Context: an optimization exercise on an open-source flow, tuned for small area, a short achievable clock period and few clock cycles. The choices shown serve that exercise and are no tape-out recipe. Only simulation tests tie the RTL to the original design; equivalence was not proved.

==> design.v <==
module ALU (op_1, op_2, opcode, result);
  input [3:0] opcode;
  input [255:0] op_1, op_2;
  output reg [255:0] result;
  localparam VADD = 4'b0000;
  localparam VDOT = 4'b0001;
  localparam SMUL = 4'b0010;
  localparam SST = 4'b0011;
  localparam VLD = 4'b0100;
  localparam VST = 4'b0101;
  localparam SLL = 4'b0110;
  localparam SLH = 4'b0111;
  localparam J   = 4'b1000;
  localparam NOP = 4'b1111;
  always @(*)
    case(opcode)
      VADD:
        begin
          result = float_add(op_1, op_2);
        end
      VDOT:
        begin
          result = float_mult(op_1, op_2);
        end
      SMUL:
        begin
          result = float_mult(op_1, op_2);
        end
      SST:
        begin
          result = op_1 + op_2;
        end
      VLD:
        begin
          result = op_1 + op_2;
        end
      VST:
        begin
          result = op_1 + op_2;
        end
      SLL:
        begin
          result = {240'd0, ScalarLoadLow(op_1[15:0], op_2[7:0])};
        end
      SLH:
        begin
          result = {240'd0, ScalarLoadHigh(op_1[15:0], op_2[7:0])};
        end     
      J:
        begin
          result = op_1 + op_2;
        end                                     
      default:  
        begin 
          result = 255'd0;
        end
    endcase
function [15:0] float_add;
  input [15:0] float_1, float_2;
  parameter inf_exponent =  5'b11111,
            inf_mantissa = 10'b0;
  parameter hidden_bit_high = 1'b1,
            hidden_bit_low  = 1'b0;
  parameter sign_bit     = 15,
            exponent_msb = 14,
            exponent_lsb = 10, 
            mantissa_msb = 9,
            mantissa_lsb = 0;
  parameter GRS_zero_fill = 15'b0,
            overflow_bit  = 26,
            hidden_bit    = 25,
            sum_msb       = 24,
            sum_lsb       = 15,
            guard_bit     = 14,
            round_bit     = 13,
            sticky_msb    = 12,
	          sticky_lsb    = 0;
  reg [4:0] exp_1, exp_2, exp_shifted, exp_diff;
  reg [25:0] mantissa_1, mantissa_2;  
  reg [26:0] mantissa_sum;            
  reg sign, overflow;
  reg [3:0] leadingZeros;
  begin
    overflow = 0;
    exp_shifted = 0;
    mantissa_sum = 0;
    exp_1 = float_1[exponent_msb : exponent_lsb];
    exp_2 = float_2[exponent_msb : exponent_lsb];
    if (exp_1 == inf_exponent) begin
      overflow = 1;
      sign = float_1[sign_bit];
    end else if (exp_2 == inf_exponent) begin
      overflow = 1;
      sign = float_2[sign_bit];
    end else begin
      exp_diff = exp_1 - exp_2;
      mantissa_1 = {(|exp_1 ? hidden_bit_high : hidden_bit_low), float_1[mantissa_msb : mantissa_lsb], GRS_zero_fill};
      mantissa_2 = {(|exp_2 ? hidden_bit_high : hidden_bit_low), float_2[mantissa_msb : mantissa_lsb], GRS_zero_fill};   
      if (exp_2 > exp_1) begin      
        exp_shifted = exp_2;
        mantissa_1 = mantissa_1 >> exp_diff;
        sign = float_2[sign_bit];
        mantissa_sum = (float_1[sign_bit] ~^ float_2[sign_bit]) ? mantissa_1 + mantissa_2 : mantissa_2 - mantissa_1;
      end else begin
        exp_shifted = exp_1;
        mantissa_2 = mantissa_2 >> exp_diff;
        sign = float_1[sign_bit];
        mantissa_sum = (float_1[sign_bit] ~^ float_2[sign_bit]) ? mantissa_1 + mantissa_2 : mantissa_1 - mantissa_2;  
      end
      if (~|mantissa_sum[overflow_bit : sum_lsb]) begin  
        exp_shifted = 0;
        mantissa_sum = mantissa_sum;
      end else if (mantissa_sum[overflow_bit]) begin  
        mantissa_sum = mantissa_sum >> 1;
        exp_shifted  = exp_shifted + 1;
        if (&exp_shifted) begin  
          overflow = 1;
        end else begin
          overflow = overflow;
        end
      end else if (~mantissa_sum[hidden_bit]) begin  
        leadingZeros = numLeadingZeros(mantissa_sum[sum_msb : sum_lsb]);
        mantissa_sum[hidden_bit : round_bit] = mantissa_sum[hidden_bit : round_bit] << leadingZeros;
        exp_shifted  = exp_shifted - leadingZeros;
      end else begin
        mantissa_sum = mantissa_sum;
        exp_shifted  = exp_shifted;
        overflow = overflow;
      end
      if (~overflow) begin
        if (mantissa_sum[guard_bit] & (|mantissa_sum[round_bit : sticky_lsb] | mantissa_sum[sum_lsb])) begin
          mantissa_sum = mantissa_sum + 1;
          exp_shifted  = |mantissa_sum[sum_msb : sum_lsb] ? exp_shifted : exp_shifted + 1;  
          if (&exp_shifted) begin  
            overflow = 1;
          end else begin
            overflow = overflow;
          end
        end
      end
      if (~|mantissa_sum[overflow_bit : sum_lsb]) begin  
        exp_shifted = 0;
        mantissa_sum = mantissa_sum;
      end else if (mantissa_sum[overflow_bit]) begin  
        mantissa_sum = mantissa_sum >> 1;
        exp_shifted  = exp_shifted + 1;
        if (&exp_shifted) begin  
          overflow = 1;
        end else begin
          overflow = overflow;
        end
      end else if (~mantissa_sum[hidden_bit]) begin  
        leadingZeros = numLeadingZeros(mantissa_sum[sum_msb : sum_lsb]);
        mantissa_sum[hidden_bit : round_bit] = mantissa_sum[hidden_bit : round_bit] << leadingZeros;
        exp_shifted  = exp_shifted - leadingZeros;
      end else begin
        mantissa_sum = mantissa_sum;
        exp_shifted  = exp_shifted;
        overflow = overflow;
      end
    end
    float_add = overflow ? {sign, inf_exponent, inf_mantissa} : {sign, exp_shifted, mantissa_sum[sum_msb : sum_lsb]};
  end
endfunction
function [3:0] numLeadingZeros;
  input [10:0] mantissa;
  casex(mantissa)
    11'b1xxxxxxxxxx: numLeadingZeros = 4'd0;
    11'b01xxxxxxxxx: numLeadingZeros = 4'd1;
    11'b001xxxxxxxx: numLeadingZeros = 4'd2;
    11'b0001xxxxxxx: numLeadingZeros = 4'd3;
    11'b00001xxxxxx: numLeadingZeros = 4'd4;
    11'b000001xxxxx: numLeadingZeros = 4'd5;
    11'b0000001xxxx: numLeadingZeros = 4'd6;
    11'b00000001xxx: numLeadingZeros = 4'd7;
    11'b000000001xx: numLeadingZeros = 4'd8;
    11'b0000000001x: numLeadingZeros = 4'd9;
    11'b00000000001: numLeadingZeros = 4'd10;
    default:         numLeadingZeros = 4'd0;
  endcase
endfunction
function [15:0] float_mult;
  input [15:0] float_1, float_2;
  parameter sign_bit     = 15,
            exponent_msb = 14,
            exponent_lsb = 10, 
            mantissa_msb = 9,
            mantissa_lsb = 0,
            overflow     = 21,
            hidden       = 20,
            exponent_bias   = 5'b01111,
            hidden_bit      = 1'b1;
  reg [4:0] exp_1, exp_2;
  reg [5:0] exp_sum;
  reg [10:0] mantissa_1, mantissa_2;  
  reg [21:0] mantissa_prod;
  reg sign;
  reg [3:0] leadingZeros;
  reg [1:0] signs;
  begin
    exp_1 = float_1[exponent_msb : exponent_lsb];
    exp_2 = float_2[exponent_msb : exponent_lsb];
    mantissa_1 = {hidden_bit, float_1[mantissa_msb : mantissa_lsb]};
    mantissa_2 = {hidden_bit, float_2[mantissa_msb : mantissa_lsb]};
    if((~|exp_1 && ~|mantissa_1[9:0]) || (~|exp_2 && ~|mantissa_2[9:0])) begin
      sign = 0;
      exp_sum = 6'b110001;
      mantissa_prod = 0;
    end else begin
      signs[1] = float_1[sign_bit];
      signs[0] = float_2[sign_bit];
      sign = ^(signs);
      mantissa_prod = mantissa_1 * mantissa_2;
      if (mantissa_prod[overflow]) begin
        mantissa_prod = mantissa_prod >> 1;
        if(exp_1>exponent_bias)begin
          exp_1 = exp_1 - exponent_bias;
          if(exp_2>exponent_bias)begin
            exp_2 = exp_2 - exponent_bias;
            exp_sum = exp_1 + exp_2+1;
          end else begin
            exp_sum = exp_1 - exp_2;
          end
        end else begin
          if(exp_2>exponent_bias)begin
            exp_2 = exp_2 - exponent_bias;
            exp_sum = exp_2 - exp_1;
          end else begin
            exp_sum = 6'b110001;
          end
        end
      end else begin
        if(exp_1>exponent_bias)begin
          exp_1 = exp_1 - exponent_bias;
          if(exp_2>exponent_bias)begin
            exp_2 = exp_2 - exponent_bias;
            exp_sum = exp_1 + exp_2;
          end else begin
            exp_sum = exp_1 - exp_2;
          end
        end else begin
          if(exp_2>exponent_bias)begin
            exp_2 = exp_2 - exponent_bias;
            exp_sum = exp_2 - exp_1;
          end else begin
            exp_sum = 6'b110001;
          end
        end
      end
    end
    exp_sum = exp_sum + exponent_bias;
    if (exp_sum[5])  
        exp_sum[4:0] = 5'b11111;
    float_mult = {sign, exp_sum[4:0], mantissa_prod[19 : 10]};
  end
endfunction
function [15:0] ScalarLoadLow;
  input [15:0] op_1;  
  input [7:0] op_2;   
  reg [15:0] masked;
  begin
    masked = op_1 & 16'hFF00;  
    ScalarLoadLow = masked | {8'h00, op_2};
  end
endfunction
function [15:0] ScalarLoadHigh;
  input [15:0] op_1;  
  input [7:0] op_2;   
  reg [15:0] masked;
  begin
    masked = op_1 & 16'h00FF;  
    ScalarLoadHigh = masked | {op_2, 8'h00};
  end
endfunction
endmodule
module decode(instr, cycleCount, functype, v_en,  s_en,
               offset, dstAddr, addr1, addr2, immediate, jumpOffset);
input [15:0] instr;
output reg v_en, s_en;
output reg [2:0] addr1, addr2, dstAddr;
output [3:0] functype;
output reg [4:0] cycleCount;
output reg [5:0] offset;
output reg [7:0] immediate;
output reg [11:0] jumpOffset;
localparam VADD = 4'b0000;
localparam VDOT = 4'b0001;
localparam SMUL = 4'b0010;
localparam SST = 4'b0011;
localparam VLD = 4'b0100;
localparam VST = 4'b0101;
localparam SLL = 4'b0110;
localparam SLH = 4'b0111;
localparam J = 4'b1000;
localparam NOP = 4'b1111;
assign functype = instr[15:12];
always @(*) begin  
  v_en = 1'b0;
  s_en = 1'b0;
  addr1 = 3'b000;
  addr2 = 3'b000;
  dstAddr = 3'b000;
  cycleCount = 4'h0;  
  offset = 6'd0;
  immediate = 8'h00;
  jumpOffset = 12'h000;
  case(functype)  
    VADD:
      begin
        cycleCount = 5'd15;      
        v_en = 1'b1;
        addr1 = instr[8:6];
        addr2 = instr[5:3];
        dstAddr = instr[11:9];
      end
    VDOT:
      begin
        s_en = 1'b1;             
        dstAddr = instr[11:9];    
        addr1 = instr[8:6];       
        addr2 = instr[5:3];       
        cycleCount = 4'd15;      
      end
    VLD:
      begin
        v_en = 1'b1;
        addr1 =  instr[8:6];
        dstAddr = instr[11:9];
        cycleCount = 5'd16;  
        offset = instr[5:0];
      end
    VST:
      begin
        addr1 = instr[8:6];    
        addr2 = instr[11:9];   
        cycleCount = 4'd15; 
        offset = instr[5:0];
      end
    SST:
      begin
        addr1 = instr[8:6];    
        addr2 = instr[11:9];   
        offset = instr[5:0];
      end
    SMUL:
      begin
        v_en = 1'b1;             
        dstAddr = instr[11:9];   
        addr1 = instr[8:6];      
        addr2 = instr[5:3];      
        cycleCount = 5'd15;      
      end
    SLL:
      begin
        s_en = 1'b1;
        addr1 = instr[11:9];
        dstAddr = instr[11:9];
        immediate = instr[7:0];
      end
    SLH:
      begin
        s_en = 1'b1;
        addr1 = instr[11:9];
        dstAddr = instr[11:9];
        immediate = instr[7:0];
      end
    J:
      begin
        jumpOffset = instr[11:0];
      end
    default: begin end  
  endcase
end
endmodule
module picker(functype, vectorData1, vectorData2, scalarData1,
               scalarData2, immediate, offset, jumpOffset, PC, op1, op2);
  input [3:0] functype;
  input [5:0] offset;
  input [7:0] immediate;
  input [11:0] jumpOffset;
  input [15:0] scalarData1, scalarData2;
  input [255:0] vectorData1, vectorData2;
  input [15:0] PC;
  output reg [255:0] op1, op2;
  localparam VADD = 4'b0000;
  localparam VDOT = 4'b0001;
  localparam SMUL = 4'b0010;
  localparam SST  = 4'b0011;
  localparam VLD  = 4'b0100;
  localparam VST  = 4'b0101;
  localparam SLL  = 4'b0110;
  localparam SLH  = 4'b0111;
  localparam J    = 4'b1000;
  localparam NOP  = 4'b1111;
  always @(*) begin
  case(functype)  
    VADD:
      begin
        op1 = vectorData1;
        op2 = vectorData2;
      end
    VLD:
      begin
        op1 = {240'd0, scalarData1};
        op2 = {240'd0, {{10{offset[5]}}, offset}};  
      end
    VDOT:
      begin
        op1 = vectorData1;
        op2 = vectorData2;
      end
    VST:
      begin
        op1 = {240'd0, scalarData1};
        op2 = {240'd0, {{10{offset[5]}}, offset}};  
      end
    SST:
      begin
        op1 = {240'd0, scalarData1};
        op2 = {240'd0, {{10{offset[5]}}, offset}};  
      end
    SMUL:
      begin
        op1 = vectorData1;                         
        op2 = {240'd0, scalarData2};               
      end
    SLL:
      begin
        op1 = {240'd0, scalarData1};
        op2 = {248'd0, immediate};
      end
    SLH:
      begin
        op1 = {240'd0, scalarData1};
        op2 = {248'd0, immediate};
      end
    J:
      begin
        op1 = {240'd0, PC};
        op2 = {240'd0, {{4{jumpOffset[11]}}, jumpOffset}};
      end
    default:
      begin
        op1 = 255'd0;
        op2 = 255'd0;
      end
  endcase
end
endmodule
module ScalarRegFile (clk, rst, rd_addr_1, rd_addr_2, wr_dst, wr_data, wr_en, data_1, data_2);
input clk, wr_en, rst;
input [2:0] rd_addr_1, rd_addr_2, wr_dst;
input [15:0] wr_data;
output [15:0] data_1, data_2;
wire [15:0] regTable [0:7];
assign data_1 = regTable[rd_addr_1];
assign data_2 = regTable[rd_addr_2];
genvar g;
generate
  for (g = 0; g < 8; g = g + 1) begin : entry
    reg [15:0] q;
    assign regTable[g] = q;
    always @(posedge clk)
      if (rst)  
        q <= 16'h0000;
      else if (wr_en && wr_dst == g)
        q <= wr_data;
  end
endgenerate
endmodule
module VectorRegFile (clk, rst, rd_addr_1, rd_addr_2, wr_dst, wr_data, wr_en, data_1, data_2);
input clk, wr_en, rst;
input [2:0] rd_addr_1, rd_addr_2, wr_dst;
input [255:0] wr_data;
output [255:0] data_1, data_2;
wire [255:0] regTable [0:7];
assign data_1 = regTable[rd_addr_1];
assign data_2 = regTable[rd_addr_2];
genvar g;
generate
  for (g = 0; g < 8; g = g + 1) begin : entry
    reg [255:0] q;
    assign regTable[g] = q;
    always @(posedge clk)
      if (rst)  
        q <= 256'd0;
      else if (wr_en && wr_dst == g)
        q <= wr_data;
  end
endgenerate
endmodule
module CVP14(output [15:0] Addr, output RD, output WR, output V, output [15:0] dataOut, 
            input Reset, input Clk1, input [15:0] DataIn);
localparam Fetch = 4'd0;
localparam Decode = 4'd1;
localparam Execute = 4'd2;
localparam WriteBack = 4'd3;
localparam Load = 4'd4;
localparam Store = 4'd5;
localparam Jump = 4'd6;
localparam ScalarMultiply = 4'd7;
localparam VectorDot = 4'd8;
localparam VectorAdd = 4'd9;
localparam VADD = 4'b0000;
localparam VDOT = 4'b0001;
localparam SMUL = 4'b0010;
localparam SST = 4'b0011;
localparam VLD = 4'b0100;
localparam VST = 4'b0101;
localparam SLL = 4'b0110;
localparam SLH = 4'b0111;
localparam J = 4'b1000;
localparam NOP = 4'b1111;
localparam INFINITY = 16'h7C00;
reg flow, overflow, read, write;
reg [3:0] state;
reg [3:0] func;
reg [4:0] cycles;
reg [15:0] scalarToLoad, nextInstrAddr, memAddr, data, instrIn;
reg [15:0] op1, op2;
reg [255:0] vectorToLoad;
reg n_flow, n_overflow, n_read, n_write;
reg [3:0] nextState;
reg [3:0] n_func;
reg [4:0] n_cycles;
reg [15:0] n_scalarToLoad, n_nextInstrAddr, n_memAddr, n_data, n_instrIn;
reg [15:0] n_op1, n_op2;
reg [255:0] n_vectorToLoad;
reg vector_en, scalar_en;
reg [2:0] wrAddr;
reg [15:0] scalarWrData;
reg [255:0] vectorWrData;
wire wr_vector, wr_scalar;
wire [2:0] addr1, addr2, addrDst;
wire [3:0] code;
wire [4:0] count;
wire [5:0] offset;
wire [7:0] immediate;
wire [11:0] jumpOffset;
wire [15:0] scalarData1, scalarData2;
wire [255:0] data1, data2, vectorData1, vectorData2, result;
wire [15:0] lane1, lane2, storeLane;
VectorRegFile vrf(.clk(Clk1),
                  .rst(Reset),
                  .rd_addr_1(addr1), 
                  .rd_addr_2(addr2), 
                  .wr_dst(wrAddr),
                  .wr_data(vectorWrData), 
                  .wr_en(vector_en), 
                  .data_1(vectorData1), 
                  .data_2(vectorData2));
ScalarRegFile srf(.clk(Clk1),
                  .rst(Reset),
                  .rd_addr_1(addr1), 
                  .rd_addr_2(addr2), 
                  .wr_dst(wrAddr),
                  .wr_data(scalarWrData), 
                  .wr_en(scalar_en), 
                  .data_1(scalarData1), 
                  .data_2(scalarData2));
ALU alu(.op_1({240'd0, op1}), 
        .op_2({240'd0, op2}), 
        .opcode(func), 
        .result(result));
decode instr(.instr(instrIn),  
              .v_en(wr_vector),  
              .s_en(wr_scalar),
              .dstAddr(addrDst),
              .addr1(addr1), 
              .addr2(addr2),
              .immediate(immediate), 
              .offset(offset),
              .cycleCount(count),
              .jumpOffset(jumpOffset),
              .functype(code));
picker ofOps(.functype(code),   
             .vectorData1(vectorData1),
             .vectorData2(vectorData2),
             .scalarData1(scalarData1),
             .scalarData2(scalarData2),
             .immediate(immediate),
             .offset(offset),
             .jumpOffset(jumpOffset),
             .PC(memAddr),
             .op1(data1),  
             .op2(data2));  
assign lane1 = data1[{cycles[3:0] + 4'd1, 4'd0} +: 16];
assign lane2 = data2[{cycles[3:0] + 4'd1, 4'd0} +: 16];
assign storeLane = vectorData2[{cycles[3:0], 4'd0} +: 16];
assign RD = read;
assign WR = write;
assign V = flow;
assign Addr = memAddr;
assign dataOut = data;          
always @(posedge Clk1)
  if(Reset) begin
    state <= Fetch;
    nextInstrAddr <= 16'h0000;
    flow <= 1'b0;
    overflow <= 1'b0;
    read <= 1'b0;
    write <= 1'b0;
    memAddr <= 16'h0000;
    data <= 16'h0000;
  end else begin
    state <= nextState;
    nextInstrAddr <= n_nextInstrAddr;
    flow <= n_flow;
    overflow <= n_overflow;
    read <= n_read;
    write <= n_write;
    memAddr <= n_memAddr;
    data <= n_data;
  end
always @(posedge Clk1) begin
  instrIn <= n_instrIn;
  cycles <= n_cycles;
  op1 <= n_op1;
  op2 <= n_op2;
  func <= n_func;
  vectorToLoad <= n_vectorToLoad;
  scalarToLoad <= n_scalarToLoad;
end
always @(*) begin
  nextState = Fetch;
  n_nextInstrAddr = nextInstrAddr;
  n_memAddr = memAddr;
  n_flow = flow;
  n_overflow = overflow;
  n_instrIn = instrIn;
  n_cycles = cycles;
  n_op1 = op1;
  n_op2 = op2;
  n_func = func;
  n_vectorToLoad = vectorToLoad;
  n_scalarToLoad = scalarToLoad;
  n_read = 1'b0;
  n_write = 1'b0;
  n_data = 16'h0000;
  vector_en = 1'b0;
  scalar_en = 1'b0;
  wrAddr = 3'd0;
  vectorWrData = 256'd0;
  scalarWrData = 16'd0;
  case(state)
    Fetch: begin
      n_memAddr = nextInstrAddr;
      n_nextInstrAddr = nextInstrAddr + 16'd1;
      n_flow = overflow;
      n_read = 1'b1;
      nextState = Decode;
    end
    Decode: begin
      n_instrIn = DataIn; 
      n_cycles = 5'd0;  
      nextState = Execute;
    end
    Execute: begin
      n_op1 = data1[15:0];
      n_op2 = data2[15:0];  
      n_overflow = 1'b0;  
      n_func = code;
      if(code == VADD)
        nextState = VectorAdd;      
      else if(code == VDOT)
        nextState = VectorDot;
      else if(code == SMUL)
        nextState = ScalarMultiply;  
      else if(code == J)
        nextState = Jump;
      else if(code == VLD)
        nextState = Load;
      else if(code == VST || code == SST)
        nextState = Store;
      else  
        nextState = WriteBack;
    end
    VectorAdd: begin
      n_op1 = lane1;
      n_op2 = lane2;
      if(result[15:0] == INFINITY) begin  
        n_overflow = 1'b1;
        scalar_en = 1'b1;
        wrAddr = 3'd7;
        scalarWrData = memAddr;
        n_nextInstrAddr = 16'hfff0;  
      end
      if(cycles > 0)
        n_vectorToLoad = vectorToLoad | ({240'd0, result[15:0]} << {cycles[3:0], 4'd0});
      else
        n_vectorToLoad = {240'd0, result[15:0]};
      if(cycles == count)
        nextState = WriteBack;
      else begin
        n_cycles = cycles + 5'd1;
        nextState = VectorAdd;  
      end
    end
    VectorDot: begin
      n_op1 = lane1;
      n_op2 = lane2;
      if(result[15:0] == INFINITY) begin  
        n_overflow = 1'b1;
        scalar_en = 1'b1;
        wrAddr = 3'd7;
        scalarWrData = memAddr;
        n_nextInstrAddr = 16'hfff0;  
      end
      if(cycles > 0)
        n_scalarToLoad = float_add(scalarToLoad, result[15:0]);
      else
        n_scalarToLoad = result[15:0];
      if(cycles == count)
        nextState = WriteBack;
      else begin
        n_cycles = cycles + 5'd1;
        nextState = VectorDot;  
      end
    end
    ScalarMultiply: begin
      n_op1 = lane1;  
      if(cycles > 0)
        n_vectorToLoad = vectorToLoad | ({240'd0, result[15:0]} << {cycles[3:0], 4'd0});
      else
        n_vectorToLoad = {240'd0, result[15:0]};  
      if(result[15:0] == INFINITY) begin  
        n_overflow = 1'b1;
        scalar_en = 1'b1;
        wrAddr = 3'd7;
        scalarWrData = memAddr;
        n_nextInstrAddr = 16'hfff0;  
      end
      if(cycles == count)
        nextState = WriteBack;
      else begin
        n_cycles = cycles + 5'd1;
        nextState = ScalarMultiply;  
      end
    end
    Jump: begin
      n_nextInstrAddr = result[15:0];
      nextState = Fetch;
    end
    Load: begin  
      n_memAddr = result[15:0] + {11'd0, cycles};
      n_read = 1'b1;
      if(cycles > 0)  
        n_vectorToLoad = vectorToLoad | ({240'd0, DataIn} << {cycles[3:0] - 4'd1, 4'd0});
      else
        n_vectorToLoad = 256'd0;  
      if(cycles == count)
        nextState = WriteBack;
      else begin
        nextState = Load;
        n_cycles = cycles + 5'd1;
      end
    end
    Store: begin  
      n_memAddr = result[15:0] + {11'd0, cycles};
      n_write = 1'b1;
      if(cycles == 0 && code == SST)
        n_data = scalarData2;
      else
        n_data = storeLane;
      if(cycles == count)
        nextState = Fetch;
      else begin
        nextState = Store;
        n_cycles = cycles + 5'd1;
      end
    end
    WriteBack: begin
      if(wr_vector) begin
        vector_en = 1'b1;
        wrAddr = addrDst;
        vectorWrData = vectorToLoad;
      end else if(wr_scalar) begin
        scalar_en = 1'b1;
        wrAddr = addrDst;
        if(code == VDOT)
          scalarWrData = scalarToLoad;
        else
          scalarWrData = result[15:0];
      end
      nextState = Fetch;
    end
    default:
      nextState = Fetch;
  endcase
end
function [15:0] float_add;
  input [15:0] float_1, float_2;
  parameter inf_exponent =  5'b11111,
            inf_mantissa = 10'b0;
  parameter hidden_bit_high = 1'b1,
            hidden_bit_low  = 1'b0;
  parameter sign_bit     = 15,
            exponent_msb = 14,
            exponent_lsb = 10, 
            mantissa_msb = 9,
            mantissa_lsb = 0;
  parameter GRS_zero_fill = 15'b0,
            overflow_bit  = 26,
            hidden_bit    = 25,
            sum_msb       = 24,
            sum_lsb       = 15,
            guard_bit     = 14,
            round_bit     = 13,
            sticky_msb    = 12,
	          sticky_lsb    = 0;
  reg [4:0] exp_1, exp_2, exp_shifted, exp_diff;
  reg [25:0] mantissa_1, mantissa_2;  
  reg [26:0] mantissa_sum;            
  reg sign, overflow;
  reg [3:0] leadingZeros;
  begin
    overflow = 0;
    mantissa_sum = 0;
    exp_shifted  = 0;
    exp_1 = float_1[exponent_msb : exponent_lsb];
    exp_2 = float_2[exponent_msb : exponent_lsb];
    if (exp_1 == inf_exponent) begin
      overflow = 1;
      sign = float_1[sign_bit];
    end else if (exp_2 == inf_exponent) begin
      overflow = 1;
      sign = float_2[sign_bit];
    end else begin
      exp_diff = exp_1 - exp_2;
      mantissa_1 = {(|exp_1 ? hidden_bit_high : hidden_bit_low), float_1[mantissa_msb : mantissa_lsb], GRS_zero_fill};
      mantissa_2 = {(|exp_2 ? hidden_bit_high : hidden_bit_low), float_2[mantissa_msb : mantissa_lsb], GRS_zero_fill};   
      if (exp_2 > exp_1) begin      
        exp_shifted = exp_2;
        mantissa_1 = mantissa_1 >> exp_diff;
        sign = float_2[sign_bit];
        mantissa_sum = (float_1[sign_bit] ~^ float_2[sign_bit]) ? mantissa_1 + mantissa_2 : mantissa_2 - mantissa_1;
      end else begin
        exp_shifted = exp_1;
        mantissa_2 = mantissa_2 >> exp_diff;
        sign = float_1[sign_bit];
        mantissa_sum = (float_1[sign_bit] ~^ float_2[sign_bit]) ? mantissa_1 + mantissa_2 : mantissa_1 - mantissa_2;  
      end
      if (~|mantissa_sum[overflow_bit : sum_lsb]) begin  
        exp_shifted = 0;
        mantissa_sum = mantissa_sum;
      end else if (mantissa_sum[overflow_bit]) begin  
        mantissa_sum = mantissa_sum >> 1;
        exp_shifted  = exp_shifted + 1;
        if (&exp_shifted) begin  
          overflow = 1;
        end else begin
          overflow = overflow;
        end
      end else if (~mantissa_sum[hidden_bit]) begin  
        leadingZeros = numLeadingZeros(mantissa_sum[sum_msb : sum_lsb]);
        mantissa_sum[hidden_bit : round_bit] = mantissa_sum[hidden_bit : round_bit] << leadingZeros;
        exp_shifted  = exp_shifted - leadingZeros;
      end else begin
        mantissa_sum = mantissa_sum;
        exp_shifted  = exp_shifted;
        overflow = overflow;
      end
      if (~overflow) begin
        if (mantissa_sum[guard_bit] & (|mantissa_sum[round_bit : sticky_lsb] | mantissa_sum[sum_lsb])) begin
          mantissa_sum = mantissa_sum + 1;
          exp_shifted  = |mantissa_sum[sum_msb : sum_lsb] ? exp_shifted : exp_shifted + 1;  
          if (&exp_shifted) begin  
            overflow = 1;
          end else begin
            overflow = overflow;
          end
        end
      end
      if (~|mantissa_sum[overflow_bit : sum_lsb]) begin  
        exp_shifted = 0;
        mantissa_sum = mantissa_sum;
      end else if (mantissa_sum[overflow_bit]) begin  
        mantissa_sum = mantissa_sum >> 1;
        exp_shifted  = exp_shifted + 1;
        if (&exp_shifted) begin  
          overflow = 1;
        end else begin
          overflow = overflow;
        end
      end else if (~mantissa_sum[hidden_bit]) begin  
        leadingZeros = numLeadingZeros(mantissa_sum[sum_msb : sum_lsb]);
        mantissa_sum[hidden_bit : round_bit] = mantissa_sum[hidden_bit : round_bit] << leadingZeros;
        exp_shifted  = exp_shifted - leadingZeros;
      end else begin
        mantissa_sum = mantissa_sum;
        exp_shifted  = exp_shifted;
        overflow = overflow;
      end
    end
    float_add = overflow ? {sign, inf_exponent, inf_mantissa} : {sign, exp_shifted, mantissa_sum[sum_msb : sum_lsb]};
  end
endfunction
function [3:0] numLeadingZeros;
  input [10:0] mantissa;
  casex(mantissa)
    11'b1xxxxxxxxxx: numLeadingZeros = 4'd0;
    11'b01xxxxxxxxx: numLeadingZeros = 4'd1;
    11'b001xxxxxxxx: numLeadingZeros = 4'd2;
    11'b0001xxxxxxx: numLeadingZeros = 4'd3;
    11'b00001xxxxxx: numLeadingZeros = 4'd4;
    11'b000001xxxxx: numLeadingZeros = 4'd5;
    11'b0000001xxxx: numLeadingZeros = 4'd6;
    11'b00000001xxx: numLeadingZeros = 4'd7;
    11'b000000001xx: numLeadingZeros = 4'd8;
    11'b0000000001x: numLeadingZeros = 4'd9;
    11'b00000000001: numLeadingZeros = 4'd10;
    default:  numLeadingZeros = 4'd0;
  endcase
endfunction
endmodule
==> run.sh <==
#!/bin/bash
# synth_recipe.tcl (not shown) runs the flow's synth.tcl, then flattens the netlist and writes it again
# the make line also repeats each setting of config.mk as NAME=value (left out here)
make -C /OpenROAD-flow-scripts/flow DESIGN_CONFIG=/design/flow/config.mk WORK_HOME=/design/flow/orfs CLKGATE_MAP_FILE= SYNTH_SCRIPT=/design/flow/synth_recipe.tcl finish
==> config.mk <==
export PLATFORM = sky130hd
export DESIGN_NAME = CVP14
export DESIGN_NICKNAME = CVP14
export VERILOG_FILES = /design/flow/design.v
export SDC_FILE = /design/flow/constraint.sdc
export NUM_CORES = 8
export LEC_CHECK = 0
export CAP_MARGIN = 30
export CORE_MARGIN = 2
export CORE_UTILIZATION = 40
export SLEW_MARGIN = 30
==> constraint.sdc <==
create_clock -name core_clock -period 20.0 [get_ports {Clk1}]
set_input_delay 4.0000 -clock core_clock [delete_from_list [all_inputs] [get_ports {Clk1}]]
set_output_delay 4.0000 -clock core_clock [all_outputs]
set_load 0.01 [all_outputs]
==> metrics.md <==
| Metric | Value |
|---|---|
| Status | `timing/DRC/antenna clean` |
| Wirelength per Cell | `roughly 32 um` |
| Layout Skew | `between 0.08 and 0.09 ns` |
| Critical-path top delay cell | `fa_2` |
| Routed vias/inst | `between 6 and 7` |
| Number of flops mapped to enable cells by yosys | `between 300 and 400` |
| Clock slew at reported path FFs | `approximately 0.06 ns` |
| P&R area growth vs syn | `10.4%` |
| Post-synthesis mux area share | `0.0399` |
| Hold/Removal Path Class | `register to register` |
| Critical Path RT | `approximately 21 ns` |
| Max Slew Vio Count | `0` |
| Max clock buf depth | `4` |
| Largest family of logic cells by synthesized area | `compound AO/OA/AOI/OAI gates` |
| CTS tree | `yes` |
| Vias | `178000` |
| Most frequent cells after synthesis | `nand2_1, a21oi_1, dfxtp_1` |
| Die area | `a little under 400000 sq um` |
| First-pass GRT wire length | `around 1200 mm` |
| Crit-path max FO | `17` |
| # setup viols final | `0` |
| Port Buffers | `between 50 and 60` |
| Syn Nets | `roughly 22000` |
| CTS hold repair buffers | `0` |
| Yosys cell types | `around 150` |
| Period utilization | `0.959` |
| Worst slew pin tran | `between 1 and 1.5 ns` |
| Final instance area | `171000 sq um` |
| Cell taking the most area after synthesis | `dfxtp_1` |
| H-tree lvl count | `5` |
| Reg-to-Reg Start | `op1[10]` |
| Critical path startpoint | `op1[10]` |
| Register area share after synthesis | `0.352` |
| Worst-skew pair later-pin latency | `a little under 1 ns` |
| Core Util, Final | `0.444` |
| Avg Cell Area, Syn | `between 7 and 8 sq um` |
| GP Congestion | `~1.0` |
| Core area | `~390000 sq um` |
| Post-synth top flop | `dfxtp_1` |
| Layout Nets | `21200` |
| Hold Path Stages | `2` |
| GR Overflow Total | `0` |
| Most numerous cell in the Yosys netlist | `nand2_1` |
| Reg2reg setup slack | `slightly above 0.8 ns` |
| Worst setup margin | `0.822 ns` |
| Cell mode on critical path | `nor2_1` |
| Simple-gate share of the synthesized area | `0.245` |
| DP HPWL | `approximately 500 mm` |
| Hold Vio Cnt, Final | `0` |
| 1st-pass router iterations | `7` |
| Adder-cell share of the synthesized area | `0.0309` |
| Row cnt | `between 200 and 250` |
| Yosys reg bits | `between 2000 and 3000` |
| Crit path kind | `register to register` |
| Starting Density | `0.402` |
| Final min period | `19.18 ns` |
| Setup crit end | `scalarToLoad[14]` |
| RR Endpoint | `scalarToLoad[14]` |
| Initial antenna violation count | `a little over 90` |
| DRT antenna net count | `0` |
| Peak Freq | `around 0.052 GHz` |
| Top cell type's share of synthesized area | `0.288` |
| Syn Inst Count | `between 20000 and 25000` |
| DP Worst Slack | `roughly 0.26 ns` |
| Clock sinks | `between 2000 and 3000` |
| Boundary pin count | `53` |
| Crit path launch type | `register` |
| Largest net degree at the start of global routing | `approximately 190` |
| Critical Path Max Stage Delay | `a little under 0.6 ns` |
| Synth Area in XOR/XNOR | `0.00879` |
| Die Width | `627 um` |
| Relative slew slack | `0.122` |
| WP data arrival | `roughly 20 ns` |
| Initial DRC count | `~33000` |
| Layout cells sized above 1 | `0.0815` |
| # DRC | `0` |
| Num CTS Buffers | `approximately 300` |
| Root Buffer | `clkbuf_16` |
| Hold slack | `0.463 ns` |
| GRT Util Overall | `0.411` |
| DP Area | `around 160000 sq um` |
| Worst R2R Path Depth | `90` |
| Drt total wl | `approximately 850 mm` |
| Synth Area in Compound Gates | `0.264` |
| Die Y | `627 um` |
| Ys async rst share | `0` |
| Mapped Area | `between 150000 and 200000 sq um` |
| Vias in the first global route | `between 150k and 200k` |
| Fill cells | `slightly below 40000` |
| Critical Path Sink Type | `register` |
| Max Cap Viol | `0` |
| Synth Warn # | `6` |
| Synth area leaders | `dfxtp_1, nand2_1, a21oi_1, edfxtp_1, clkbuf_1` |
==> metal layers <==
metal	routed length, um	vias up	GRT usage
met5	506	-	0
met3	134000	4061	0.161
met2	336000	15400	0.573
met4	76900	70	0.315
li1	-	74300	-
met1	299000	83700	0.504
==> placed cells by master (no fill, tap or decap), types with 82 or more instances in the layout <==
master     count
o32ai_1       84
a221oi_1     368
edfxtp_1     329
and2_1        99
inv_1        287
a22oi_1      191
and3_1        82
clkbuf_16    306
nand3_1      511
nor2_1      1448
nor3_1       139
dfxtp_1     2232
o211ai_1     141
ha_1         223
a211oi_1     364
nand2_1     6642
mux2i_1      198
mux4_2       166
diode_2      102
a311oi_1     132
buf_4        609
a21oi_1     3654
o22ai_1      134
xnor2_1       91
a21o_1        85
o21ai_0      593
fa_1          93
a31oi_1      149
==> registers in the layout, indices dropped and copies added, names as in the netlist, 16 cells and up <==
register / count
vrf.entry.q: 2048
instrIn: 16
data: 16
srf.entry.q: 128
op1: 16
memAddr: 16
nextInstrAddr: 16
op2: 16
scalarToLoad: 16
vectorToLoad: 256
==> metrics by stage <==
stage / setup TNS, ns / std cells
after global routing: -0.372 / 26300
final: 0 / 26400
after CTS: 0 / 26300
after global placement: 0 / 25700
after floorplan: 0 / 22000
after detailed placement: 0 / 25700
==> layout make-up <==
cell class,instances,area [sq um],area share
repair buffers,724,6330,0.0370
multi-input cells,17000,92700,0.541
clock inverters,98,1040,0.00606
clock buffers,443,8740,0.0510
well taps,5175,6470,0.0378
inverters,304,1160,0.00679
flip-flops and latches,2561,54600,0.319
diodes,102,255,0.00149
==> critical path, delay by kind of cell (launching register included) <==
kind            cells  cell delay, ns
compound gates     29            6.10
simple gates       35            6.00
fa+ha+maj           9            3.00
buf+inv            10            1.67
mux                 4            0.93
xor+xnor            3            0.71
flops               1            0.48
==> worst min path at each step <==
| stage | start | end |
|---|---|---|
| after CTS | vrf.entry[2].q[97] | vrf.entry[2].q[97] |
| after global routing | vrf.entry[2].q[17] | vrf.entry[2].q[17] |
| after global placement | flow | flow |
| after floorplan | instrIn[12] | func[0] |
| final | vrf.entry[2].q[97] | vrf.entry[2].q[97] |
| after detailed placement | vrf.entry[2].q[97] | vrf.entry[2].q[97] |
==> cells by family (layout without fill, tap and decap cells) <==
kind of cell,count (synthesis),count (layout)
XOR/XNOR,154,154
AND/OR/NAND/NOR,9432,9432
other,0,102
AO/OA/AOI/OAI,6647,6647
multiplexers,403,403
adder cells (fa/ha/maj),326,326
buffers and inverters,2432,1569
flip-flops,2561,2561
==> repair_timing <==
action,4_1_cts,5_1_grt
endpoints found under the setup margin,0,15
buffers inserted,0,8
resized for setup,0,81
Testbench counts, summed over its fixed seeds: cycles 141,848.

==> what the ideal ports hide <==
No port has a modelled driver above. Below, the same layout with a new extraction and two added sets of constraints. Step 1 (the two cells are an assumption about what drives the block):
set clk [get_ports {Clk1}]
set_driving_cell -lib_cell sky130_fd_sc_hd__clkbuf_16 $clk
set_driving_cell -lib_cell sky130_fd_sc_hd__buf_2 [delete_from_list [all_inputs] $clk]
Step 2 times the ports against the registers' clock, not the clock port: input delays grow and output delays shrink by t, the midpoint of the rising clock arrivals with the driver on. Slacks: ideal / step 1 / step 2; pairs: ideal / step 1.
shift t [ns]: 1.056
setup WS [ns]: 0.822 / 0.822 / 0.822
worst hold slack (ns): 0.463 / 0.463 / 0.463
worst slew at a driven data input, ns: 0.17
After both steps this run still meets setup and hold. For this run, drivers alone change the setup slack by 0.000 ns; drivers and shift together by 0.000 ns.
